From an optimization exercise on the open Yosys and OpenROAD flow, aimed at small area, a short achievable clock period and few clock cycles per item; shortcuts taken in it are not production practice. The RTL of this run was laid out without a check of its function. Power figures rest on the tool's default switching activity, not on a simulated workload.

**flow/config.mk**
```make
export PLATFORM = sky130hd
export DESIGN_NAME = lzss_enc_top
export DESIGN_NICKNAME = lzss_enc_top
export VERILOG_FILES = /design/flow/design.v
export SDC_FILE = /design/flow/constraint.sdc
export NUM_CORES = 4
export LEC_CHECK = 0
export CAP_MARGIN = 20
export CORE_MARGIN = 2
export CORE_UTILIZATION = 40
export SLEW_MARGIN = 20
```
**flow/constraint.sdc**
```tcl
create_clock -name core_clock -period 6.0 [get_ports {clk}]
set_input_delay 1.2000 -clock core_clock [delete_from_list [all_inputs] [get_ports {clk}]]
set_output_delay 1.2000 -clock core_clock [all_outputs]
set_load 0.01 [all_outputs]
```
**flow/design.v**
```verilog
module lzss_buffer #(
    parameter   pWidth                  = 8,                             
    parameter   pDepth                  = 64,                            
    parameter   pTotalWidth             = pWidth * pDepth                
)(
    input                               clk,                             
    input                               rst_x,                           
    input                               i_clear,                         
    input                               i_shift,                         
    input       [pWidth-1:0]            i_d,                             
    output      [pTotalWidth-1:0]       o_d                              
);
    reg         [pWidth-1:0]            r_d[0:pDepth-2];
    wire        [pWidth-1:0]            w_d[0:pDepth-1];
    genvar                              i;
    generate
        for (i = 0;i < pDepth;i = i + 1) begin : buffer_loop
            assign  o_d[i*pWidth+:pWidth]   = w_d[i];
            if (i == (pDepth - 1)) begin : last
                assign  w_d[i]  = i_d;
            end
            else begin : other
                assign  w_d[i]  = r_d[i];
                always @(posedge clk or negedge rst_x) begin
                    if (!rst_x) begin
                        r_d[i]  <= {pWidth{1'b0}};
                    end
                    else if (i_clear) begin
                        r_d[i]  <= {pWidth{1'b0}};
                    end
                    else if (i_shift) begin
                        r_d[i]  <= w_d[i+1];
                    end
                end
            end
        end
    endgenerate
endmodule
module lzss_enc_match #(
    parameter   pOffset                 = 0,                             
    parameter   pDataWidth              = 8,                             
    parameter   pCodingSize             = 5,                             
    parameter   pOffsetWidth            = 6,                             
    parameter   pLengthWidth            = 3,                             
    parameter   pTotalData              = pDataWidth * pCodingSize       
)(
    input                               clk,                             
    input                               rst_x,                           
    input                               i_update,                        
    input                               i_clear,                         
    input       [pCodingSize-1:0]       i_valid,                         
    input       [pTotalData-1:0]        i_data,                          
    input       [pCodingSize-1:0]       i_last,                          
    input       [pCodingSize-1:0]       i_ref_valid,                     
    input       [pTotalData-1:0]        i_ref_data,                      
    output      [pOffsetWidth-1:0]      o_offset,                        
    output      [pLengthWidth-1:0]      o_length,                        
    output                              o_last                           
);
    wire        [pCodingSize-1:0]       w_each_match;
    wire        [pCodingSize-1:0]       w_match;
    reg         [pCodingSize-1:0]       r_match;
    wire        [pCodingSize-1:0]       w_sel;
    wire        [pLengthWidth-1:0]      w_length;
    wire                                w_last;
    reg         [pLengthWidth-1:0]      r_length;
    reg         [1:0]                   r_last;
    genvar                              i;
    genvar                              j;
    generate
        for (i = 0;i < pCodingSize;i = i + 1) begin : each_matching_loop
            assign  w_each_match[i] = (
                i_valid[i] &&
                i_ref_valid[i] &&
                (i_data[i*pDataWidth+:pDataWidth] == i_ref_data[i*pDataWidth+:pDataWidth])
            ) ? 1'b1 : 1'b0;
        end
        for (i = 0;i < pCodingSize;i = i + 1) begin : matching_loop
            if (i == 0) begin : first
                assign  w_match[i]  = w_each_match[i];
            end
            else begin : other
                assign  w_match[i]  = &w_each_match[i:0];
            end
        end
    endgenerate
    always @(posedge clk or negedge rst_x) begin
        if (!rst_x) begin
            r_match <= {pCodingSize{1'b0}};
        end
        else if (i_clear) begin
            r_match <= {pCodingSize{1'b0}};
        end
        else if (i_update) begin
            r_match <= w_match;
        end
    end
    assign  o_offset    = pOffset[pOffsetWidth-1:0];
    assign  o_length    = r_length;
    assign  o_last      = r_last[1];
    generate
        for (i = 0;i < pCodingSize;i = i + 1) begin : sel_loop
            if (i == (pCodingSize - 1)) begin : last
                assign  w_sel[i]    = r_match[i];
            end
            else begin : other
                assign  w_sel[i]    = r_match[i] & (~r_match[i+1]);
            end
        end
        for (i = 0;i < pLengthWidth;i = i + 1) begin : length_loop1
            wire    [pCodingSize-1:0]   w_length_temp;
            assign  w_length[i] = |(w_sel & w_length_temp);
            for (j = 0;j < pCodingSize;j = j + 1) begin : length_loop2
                assign  w_length_temp[j]    = j[i];
            end
        end
    endgenerate
    assign  w_last  = (|(i_last & w_match)) | i_last[0];
    always @(posedge clk or negedge rst_x) begin
        if (!rst_x) begin
            r_length    <= {pLengthWidth{1'b0}};
            r_last      <= 2'b00;
        end
        else if (i_clear) begin
            r_length    <= {pLengthWidth{1'b0}};
            r_last      <= 2'b00;
        end
        else if (i_update) begin
            r_length    <= w_length;
            r_last      <= {r_last[0], w_last};
        end
    end
endmodule
module lzss_enc_search #(
    parameter   pReferenceSize          = 64,                            
    parameter   pOffsetWidth            = 6,                             
    parameter   pLengthWidth            = 3,                             
    parameter   pTotalOffset            = pOffsetWidth                   
                                        * pReferenceSize,
    parameter   pTotalLength            = pLengthWidth                   
                                        * pReferenceSize
)(
    input                               clk,                             
    input                               rst_x,                           
    input                               i_update,                        
    input                               i_clear,                         
    input       [pTotalOffset-1:0]      i_offset,                        
    input       [pTotalLength-1:0]      i_length,                        
    input       [pReferenceSize-1:0]    i_last,                          
    output      [pOffsetWidth-1:0]      o_offset,                        
    output      [pLengthWidth-1:0]      o_length,                        
    output                              o_last                           
);
    localparam  lpSelNum1               = (1 << (pOffsetWidth + 1)) - 1;
    localparam  lpSelNum2               = (1 << (pOffsetWidth + 0)) - 1;
    wire        [pOffsetWidth-1:0]      w_offset[0:lpSelNum1-1];
    wire        [pLengthWidth-1:0]      w_length[0:lpSelNum1-1];
    wire                                w_last[0:lpSelNum1-1];
    reg         [pOffsetWidth-1:0]      r_offset[0:lpSelNum2-1];
    reg         [pLengthWidth-1:0]      r_length[0:lpSelNum2-1];
    reg                                 r_last[0:lpSelNum2-1];
    genvar                              i;
    genvar                              j;
    assign  o_offset    = w_offset[0];
    assign  o_length    = w_length[0];
    assign  o_last      = w_last[0];
    generate
        for (i = 0;i < pReferenceSize;i = i + 1) begin : input_loop
            assign  w_offset[lpSelNum2+i]  = i_offset[i*pOffsetWidth+:pOffsetWidth];
            assign  w_length[lpSelNum2+i]  = i_length[i*pLengthWidth+:pLengthWidth];
            assign    w_last[lpSelNum2+i]  = i_last[i];
        end
        for (i = 0;i < pOffsetWidth;i = i + 1) begin : search_loop1
            for (j = 0;j < (1 << i);j = j + 1) begin : search_loop2
                assign  w_offset[((1<<i)-1)+j]  = r_offset[((1<<i)-1)+j];
                assign  w_length[((1<<i)-1)+j]  = r_length[((1<<i)-1)+j];
                assign    w_last[((1<<i)-1)+j]  =   r_last[((1<<i)-1)+j];
                always @(posedge clk or negedge rst_x) begin
                    if (!rst_x) begin
                        r_offset[((1<<i)-1)+j]  <= {pOffsetWidth{1'b0}};
                        r_length[((1<<i)-1)+j]  <= {pLengthWidth{1'b0}};
                          r_last[((1<<i)-1)+j]  <= 1'b0;
                    end
                    else if (i_clear) begin
                        r_offset[((1<<i)-1)+j]  <= {pOffsetWidth{1'b0}};
                        r_length[((1<<i)-1)+j]  <= {pLengthWidth{1'b0}};
                          r_last[((1<<i)-1)+j]  <= 1'b0;
                    end
                    else if (i_update) begin
                        if (w_length[((1<<(i+1))-1)+(2*j+1)] >= w_length[((1<<(i+1))-1)+(2*j+0)]) begin
                            r_offset[((1<<i)-1)+j]  <= w_offset[((1<<(i+1))-1)+(2*j+1)];
                            r_length[((1<<i)-1)+j]  <= w_length[((1<<(i+1))-1)+(2*j+1)];
                              r_last[((1<<i)-1)+j]  <=   w_last[((1<<(i+1))-1)+(2*j+1)];
                        end
                        else begin
                            r_offset[((1<<i)-1)+j]  <= w_offset[((1<<(i+1))-1)+(2*j+0)];
                            r_length[((1<<i)-1)+j]  <= w_length[((1<<(i+1))-1)+(2*j+0)];
                              r_last[((1<<i)-1)+j]  <=   w_last[((1<<(i+1))-1)+(2*j+0)];
                        end
                    end
                end
            end
        end
    endgenerate
endmodule
module lzss_enc_top #(
    parameter   pDataWidth              = 8,                             
    parameter   pReferenceSize          = 64,                            
    parameter   pCodingSize             = 5,                             
    parameter   pCodeWidth              = get_code_width(                
                                            pDataWidth,
                                            pReferenceSize,
                                            pCodingSize
                                          )
)(
    input                               clk,                             
    input                               rst_x,                           
    input                               i_valid,                         
    output                              ow_ready,                        
    input       [pDataWidth-1:0]        i_data,                          
    input                               i_last,                          
    output                              o_valid,                         
    input                               i_ready,                         
    output      [pCodeWidth-1:0]        o_code,                          
    output                              o_last                           
);
function integer log2 (
    input   integer n
);
    integer val;
    for (val = 0;n > 0;val = val + 1) begin
        n       = n / 2;
        log2    = val;
    end
endfunction
function integer get_code_width (
    input   integer data_width,
    input   integer reference_size,
    input   integer coding_size
);
    if (data_width <= (log2(reference_size) + log2(coding_size - 1))) begin
        get_code_width  = 1
                        + log2(reference_size )
                        + log2(coding_size - 1);
    end
    else begin
        get_code_width  = 0;
    end
endfunction
    localparam  lpWindowSize            = pReferenceSize + pCodingSize;
    localparam  lpOffsetWidth           = log2(pReferenceSize);
    localparam  lpLengthWidth           = log2(pCodingSize) + 1;
    localparam  lpMatchingData          = pCodingSize    * pDataWidth;
    localparam  lpTotalData             = lpWindowSize   * pDataWidth;
    localparam  lpTotalOffset           = pReferenceSize * lpOffsetWidth;
    localparam  lpTotalLength           = pReferenceSize * lpLengthWidth;
    localparam  lpOutputIndex           = pReferenceSize
                                        - lpOffsetWidth
                                        - 2;
    wire                                w_ready;
    reg                                 r_valid;
    wire                                w_in_ack;
    wire                                w_out_ack;
    wire                                w_new_code;
    wire                                w_shift_enable;
    wire                                w_shift;
    reg         [lpLengthWidth-1:0]     r_shift_count;
    wire                                w_shift_count_ne_0;
    wire                                w_shift_count_eq_0;
    reg                                 r_last_data_done;
    wire                                w_last_code_done;
    wire                                w_in_valid;
    wire        [lpWindowSize-1:0]      w_valid_buffer;
    wire        [lpTotalData-1:0]       w_data_buffer;
    wire        [pCodingSize-1:0]       w_last_buffer;
    wire        [lpTotalOffset-1:0]     w_each_offset;
    wire        [lpTotalLength-1:0]     w_each_length;
    wire        [pReferenceSize-1:0]    w_each_last;
    wire        [lpOffsetWidth-1:0]     w_offset;
    wire        [lpLengthWidth-1:0]     w_length;
    wire                                w_last;
    wire                                w_match;
    wire        [lpLengthWidth-2:0]     w_out_length;
    wire        [pDataWidth-1:0]        w_out_data;
    wire        [pCodeWidth-1:0]        w_match_code;
    wire        [pCodeWidth-1:0]        w_unmatch_code;
    wire        [pCodeWidth-1:0]        w_code;
    reg         [pCodeWidth-1:0]        r_code;
    reg                                 r_last;
    genvar                              i;
    assign  ow_ready    = w_ready;
    assign  o_valid     = r_valid;
    assign  w_ready     = w_shift_enable & (~r_last_data_done);
    assign  w_in_ack    = i_valid & w_ready;
    assign  w_out_ack   = r_valid & i_ready;
    always @(posedge clk or negedge rst_x) begin
        if (!rst_x) begin
            r_valid <= 1'b0;
        end
        else if (w_new_code) begin
            r_valid <= 1'b1;
        end
        else if (w_out_ack) begin
            r_valid <= 1'b0;
        end
    end
    assign  w_shift_enable      = w_shift_count_ne_0 | (w_shift_count_eq_0 & (w_out_ack | (~r_valid)));
    assign  w_shift             = w_shift_enable & (w_in_ack | r_last_data_done);
    assign  w_new_code          = w_shift_count_eq_0 & w_shift & w_valid_buffer[lpOutputIndex];
    assign  w_last_code_done    = w_out_ack & r_last;
    assign  w_shift_count_ne_0  = |r_shift_count;
    assign  w_shift_count_eq_0  = ~w_shift_count_ne_0;
    always @(posedge clk or negedge rst_x) begin
        if (!rst_x) begin
            r_shift_count   <= {lpLengthWidth{1'b0}};
        end
        else if (w_last_code_done) begin
            r_shift_count   <= {lpLengthWidth{1'b0}};
        end
        else if (w_new_code) begin
            r_shift_count   <= w_length;
        end
        else if (w_shift && w_shift_count_ne_0) begin
            r_shift_count   <= r_shift_count + {lpLengthWidth{1'b1}};
        end
    end
    always @(posedge clk or negedge rst_x) begin
        if (!rst_x) begin
            r_last_data_done    <= 1'b0;
        end
        else if (w_last_code_done) begin
            r_last_data_done    <= 1'b0;
        end
        else if (w_in_ack && i_last) begin
            r_last_data_done    <= 1'b1;
        end
    end
    assign  w_in_valid  = i_valid & (~r_last_data_done);
    lzss_buffer #(
        .pWidth (1              ),
        .pDepth (lpWindowSize   )
    ) u_valid_buffer (
        .clk        (clk                ),
        .rst_x      (rst_x              ),
        .i_clear    (w_last_code_done   ),
        .i_shift    (w_shift            ),
        .i_d        (w_in_valid         ),
        .o_d        (w_valid_buffer     )
    );
    lzss_buffer #(
        .pWidth (pDataWidth     ),
        .pDepth (lpWindowSize   )
    ) u_data_buffer (
        .clk        (clk                ),
        .rst_x      (rst_x              ),
        .i_clear    (w_last_code_done   ),
        .i_shift    (w_shift            ),
        .i_d        (i_data             ),
        .o_d        (w_data_buffer      )
    );
    lzss_buffer #(
        .pWidth (1              ),
        .pDepth (pCodingSize    )
    ) u_last_buffer (
        .clk        (clk                ),
        .rst_x      (rst_x              ),
        .i_clear    (w_last_code_done   ),
        .i_shift    (w_shift            ),
        .i_d        (i_last             ),
        .o_d        (w_last_buffer      )
    );
    generate
        for (i = 0;i < pReferenceSize;i = i + 1) begin : matching_loop
            lzss_enc_match #(
                .pOffset        (i              ),
                .pDataWidth     (pDataWidth     ),
                .pCodingSize    (pCodingSize    ),
                .pOffsetWidth   (lpOffsetWidth  ),
                .pLengthWidth   (lpLengthWidth  )
            ) u_match (
                .clk            (clk                                            ),
                .rst_x          (rst_x                                          ),
                .i_update       (w_shift                                        ),
                .i_clear        (w_last_code_done                               ),
                .i_valid        (w_valid_buffer[lpWindowSize-1-:pCodingSize]    ),
                .i_data         (w_data_buffer[lpTotalData-1-:lpMatchingData]   ),
                .i_last         (w_last_buffer[pCodingSize-1:0]                 ),
                .i_ref_valid    (w_valid_buffer[i+:pCodingSize]                 ),
                .i_ref_data     (w_data_buffer[i*pDataWidth+:lpMatchingData]    ),
                .o_offset       (w_each_offset[i*lpOffsetWidth+:lpOffsetWidth]  ),
                .o_length       (w_each_length[i*lpLengthWidth+:lpLengthWidth]  ),
                .o_last         (w_each_last[i]                                 )
            );
        end
    endgenerate
    lzss_enc_search #(
        .pReferenceSize (pReferenceSize ),
        .pOffsetWidth   (lpOffsetWidth  ),
        .pLengthWidth   (lpLengthWidth  )
    ) u_search (
        .clk        (clk                ),
        .rst_x      (rst_x              ),
        .i_update   (w_shift            ),
        .i_clear    (w_last_code_done   ),
        .i_offset   (w_each_offset      ),
        .i_length   (w_each_length      ),
        .i_last     (w_each_last        ),
        .o_offset   (w_offset           ),
        .o_length   (w_length           ),
        .o_last     (w_last             )
    );
    assign  o_code  = r_code;
    assign  o_last  = r_last;
    assign  w_match         = |w_length;
    assign  w_out_length    = w_length[lpLengthWidth-2:0] + {(lpLengthWidth-1){1'b1}};
    assign  w_out_data      = w_data_buffer[lpOutputIndex*pDataWidth+:pDataWidth];
    assign  w_match_code    = {1'b1, w_offset, w_out_length};
    assign  w_unmatch_code  = {{(pCodeWidth-pDataWidth){1'b0}}, w_out_data};
    assign  w_code          = (w_match) ? w_match_code : w_unmatch_code;
    always @(posedge clk or negedge rst_x) begin
        if (!rst_x) begin
            r_code  <= {pCodeWidth{1'b0}};
            r_last  <= 1'b0;
        end
        else if (w_last_code_done) begin
            r_code  <= {pCodeWidth{1'b0}};
            r_last  <= 1'b0;
        end
        else if (w_new_code) begin
            r_code  <= w_code;
            r_last  <= w_last;
        end
    end
endmodule
```
**flow/run.sh**
```bash
#!/bin/bash
# synth_recipe.tcl (not shown) runs the flow's synth.tcl, then flattens the netlist and writes it again
# the make line also repeats each setting of config.mk as NAME=value (left out here)
make -C /OpenROAD-flow-scripts/flow DESIGN_CONFIG=/design/flow/config.mk WORK_HOME=/design/flow/orfs CLKGATE_MAP_FILE= SYNTH_SCRIPT=/design/flow/synth_recipe.tcl finish
```
==> results.txt <==
==> layout by cell type (no fill, tap or decap), drive strengths merged, types with 6 or more instances in the layout <==
cell type      instances
clkinv                42
o31ai                 25
nor4bb                 6
ha                   192
a221oi                17
or3                   14
a21o                  91
o22ai                 67
nand2b                80
mux2i                253
xnor2               1337
nand2               1014
nand4                327
a211oi                12
clkdlybuf4s50         14
xor2                1201
dfrtp               1584
or4                   23
o21a                  86
clkbuf               241
nor4                 308
a22o                 819
nor2                 106
bufinv                19
and3                  64
o211ai                66
clkinvlp              15
a21oi                302
nand3                278
nor3                 159
buf                  198
o21ai                530
inv                  339
==> power by group <==
group,internal [uW],switching [uW]
combinational,3110,2700
clock,6760,4780
sequential,11500,2850
total,21400,10300
==> flip-flops by register name, indices dropped and copies added, names as in the netlist <==
name / flops
u_data_buffer.r_d: 544
matching_loop.u_match.r_match: 256
matching_loop.u_match.r_length: 192
u_search.r_length: 189
matching_loop.u_match.r_last: 128
u_search.r_offset: 125
u_valid_buffer.r_d: 68
u_search.r_last: 63
r_code: 9
u_last_buffer.r_d: 4
r_shift_count: 3
r_last: 1
r_last_data_done: 1
r_valid: 1
==> worst paths after layout <==
check	from	end	cells after the start	slack [ns]
worst min-delay path	rst_x	u_data_buffer.r_d[35][5]	1	0.38
min in group core_clock	u_search.r_offset[12][1]	u_search.r_offset[12][1]	2	0.47
worst min register to register	u_search.r_offset[12][1]	u_search.r_offset[12][1]	2	0.47
worst max-delay path	i_ready	ow_ready	4	1.23
max in group asynchronous	rst_x	u_search.r_offset[59][0]	2	4.10
worst max register to register	r_shift_count[0]	matching_loop[24].u_match.r_match[4]	9	1.98
==> final cells by class <==
| type | count | area [um2] |
|---|---|---|
| fillers | 23220 | 138700 |
| multi-input cells | 7410 | 53200 |
| flip-flops and latches | 1584 | 39770 |
| clock buffers | 241 | 5072 |
| well taps | 3220 | 4029 |
| repair buffers | 212 | 2390 |
| inverters | 334 | 1255 |
| clock inverters | 81 | 1051 |
| diodes | 5 | 12.51 |
==> kinds of logic (layout without fill, tap and decap cells) <==
family                   count (synthesis)  count (layout)
other                                    0               5
buffers and inverters                 1527             868
flip-flops                            1584            1584
AND/OR/NAND/NOR                       2398            2398
adder cells (fa/ha/maj)                192             192
AO/OA/AOI/OAI                         2028            2028
multiplexers                           254             254
XOR/XNOR                              2538            2538
==> Yosys cell counts (66+ instances only) <==
library cell | n | area share (%)
xor2_1 | 1201 | 11
buf_1 | 369 | 1.4
nand3_1 | 278 | 1.4
nor3_1 | 159 | 0.81
o22ai_1 | 67 | 0.43
xnor2_1 | 1337 | 12
o21ai_0 | 519 | 2.6
nand2b_1 | 80 | 0.51
nand2_1 | 1014 | 3.9
a21o_1 | 91 | 0.69
nor4_1 | 308 | 2.0
clkbuf_1 | 673 | 2.6
mux2i_1 | 253 | 2.6
a21oi_1 | 302 | 1.5
o21a_1 | 86 | 0.65
nor2_1 | 106 | 0.40
buf_2 | 150 | 0.76
inv_1 | 332 | 1.3
a22o_1 | 819 | 7.3
dfrtp_1 | 1584 | 40
ha_1 | 192 | 2.4
nand4_1 | 327 | 2.1
o211ai_1 | 66 | 0.50
==> layer usage <==
| metal | vias up | global-route usage [%] | share of wire (%) |
|---|---|---|---|
| met3 | 1277 | 6.897 | 11 |
| met1 | 39770 | 37.70 | 40 |
| met5 | - | 0 | 0.013 |
| met4 | 8 | 15.65 | 6.3 |
| li1 | 34280 | - | - |
| met2 | 4788 | 41.72 | 43 |
==> per-stage QoR <==
step / worst slack (ns) / hold WS, ns / total power (uW) / cells
detailed placement: 1.037 / 0.4632 / 20120 / 12760
global route: 1.266 / 0.4096 / 32860 / 13080
global placement: 1.161 / 0.4583 / 19910 / 12760
finish: 1.228 / 0.3805 / 31690 / 13090
floorplan: 2.853 / 0.4458 / 18260 / 10520
CTS: 1.300 / 0.3665 / 31640 / 13080
==> results.txt <==
* Status: no timing/DRC/antenna violations
* Maxcap violations at 0
* Worst path bufs/invs at 2
* # setup viols final at 0
* DP Area at 100600 um2
* Setup TNS at 0 ns
* Initial Util at 40.17%
* Max FO, Critical Path at 7
* Compound-gate portion of the synthesized area at 14.32%
* Top Family by Delay on Critical Path: buffers and inverters
* # rows at 182
* TritonCTS clock tree: yes
* Layout net count at 9922
* Fin crit period at 4.772 ns
* Critical Path RT at 4.80 ns
* Leakage Power at 0.04269 uW
* RSZ-0062 raised after global routing: no
* GP Congestion at 0.9420
* Worst Path Arrival at 3.57 ns
* Slew @ Worst Pin at 1.238 ns
* Mean Syn Cell Area at 9.373 um2
* Synth unique cells at 57
* Total GRT Usage at 28.20%
* Worst Setup Path Type: input pin to output pin
* Grt ovf at 0
* Relative slew slack at 16.83%
* Reg clk slew, reported paths at 0.07 ns
* Layout cells sized above 1 at 5.689%
* Worst path max stage delay at 0.81 ns
* 1st-iter DRT viols at 9825
* Area Overhead vs Synth at 8.279%
* Final Hold Vio Count at 0
* Drt first pass iters at 9
* Setup Fix Bufs, Post-CTS at 0
* Largest net degree at the start of global routing at 169
* Critical Path End Type: output pin
* HP Class: input pin to asynchronous set/reset pin
* Routed len/inst at 27.49 um
* Slowest-stage cell, CP: clkdlybuf4s50_1
* Die X at 500.5 um
* Post-synthesis simple-gate area fraction at 11.92%
* Synth warn at 75
* Syn nets at 10730
* Multiplexer area fraction after synthesis at 2.583%
* First-pass GRT wire length at 535.7 mm
* Final period util at 79.54%
* Sequential-to-total area share from yosys stat at 40.20%
* Clock Skew at 0.03773 ns
* Largest family of logic cells by synthesized area: XOR/XNOR gates
* Routed Antenna Nets at 0
* Finished Cell Area at 106800 um2
* Post-layout util at 43.50%
* Pwr dens at 296.8 nW/um2
* Worst-skew pair later-pin latency at 0.85 ns
* Initial antenna violation count at 15
* CP Launch Type: input pin
* Port Buf Inserts at 24
* CTS Hold Buffers Added at 0
* Slew Limit Fails at 0
* Maximum clock frequency at 0.2095 GHz
* Synth Area in Adders at 2.436%
* Mapped Area at 98610 um2
* Total wire length at 359.7 mm
* Most used DFF post-synth: dfrtp_1
* Most used cell, CP: clkdlybuf4s50_1
* Die H at 500.5 um
* Total core area at 245500 um2
* Vias/cell at 6.123
* Max VDD drop at 0.0003318 V
* Vias in the first global route at 78320
* Die Area at 250500 um2
* Synth Instances at 10520
* Post-synth EDFFs at 0
* DPL Wire Length at 222.0 mm
* #FFs+latches synth at 1584
* Async SR Flop Fraction at 100.0%
* Post_cts resized at 0
* Crit path cell chain: clkdlybuf4s50_1, and3b_1, nor2_1, clkdlybuf4s50_1
* H-Tree Depth at 4
* Clock Tree Buf Depth at 3
* I/O Pins at 25
* Cts bufs inserted at 175
* Clock root cell: clkbuf_16
* Clk sinks at 1584
* XOR/XNOR Fraction of Synth Area at 22.54%
* Vias at 80130
* Number of remaining DRC errors at 0

==> port drivers added, routing unchanged <==
Ports are ideal in the flow. The routed layout listed here was re-timed in OpenROAD.
Step 1 assumes that a clkbuf_16 drives the clock port and a buf_2 every other input.
Step 2 times the ports against the registers' clock, not the clock port: input delays grow and output delays shrink by t, the midpoint of the rising clock arrivals with the driver on.
Slacks: no drivers / after step 1 / after step 2; pairs: no drivers / after step 1.
t, ns: 0.938
setup WS [ns]: 1.228 / 1.106 / 0.840
hold slack, ns: 0.381 / 0.390 / 0.474
After both steps this run still meets setup and hold. The setup slack of this run moves by -0.122 ns with the drivers and by -0.388 ns with both steps.
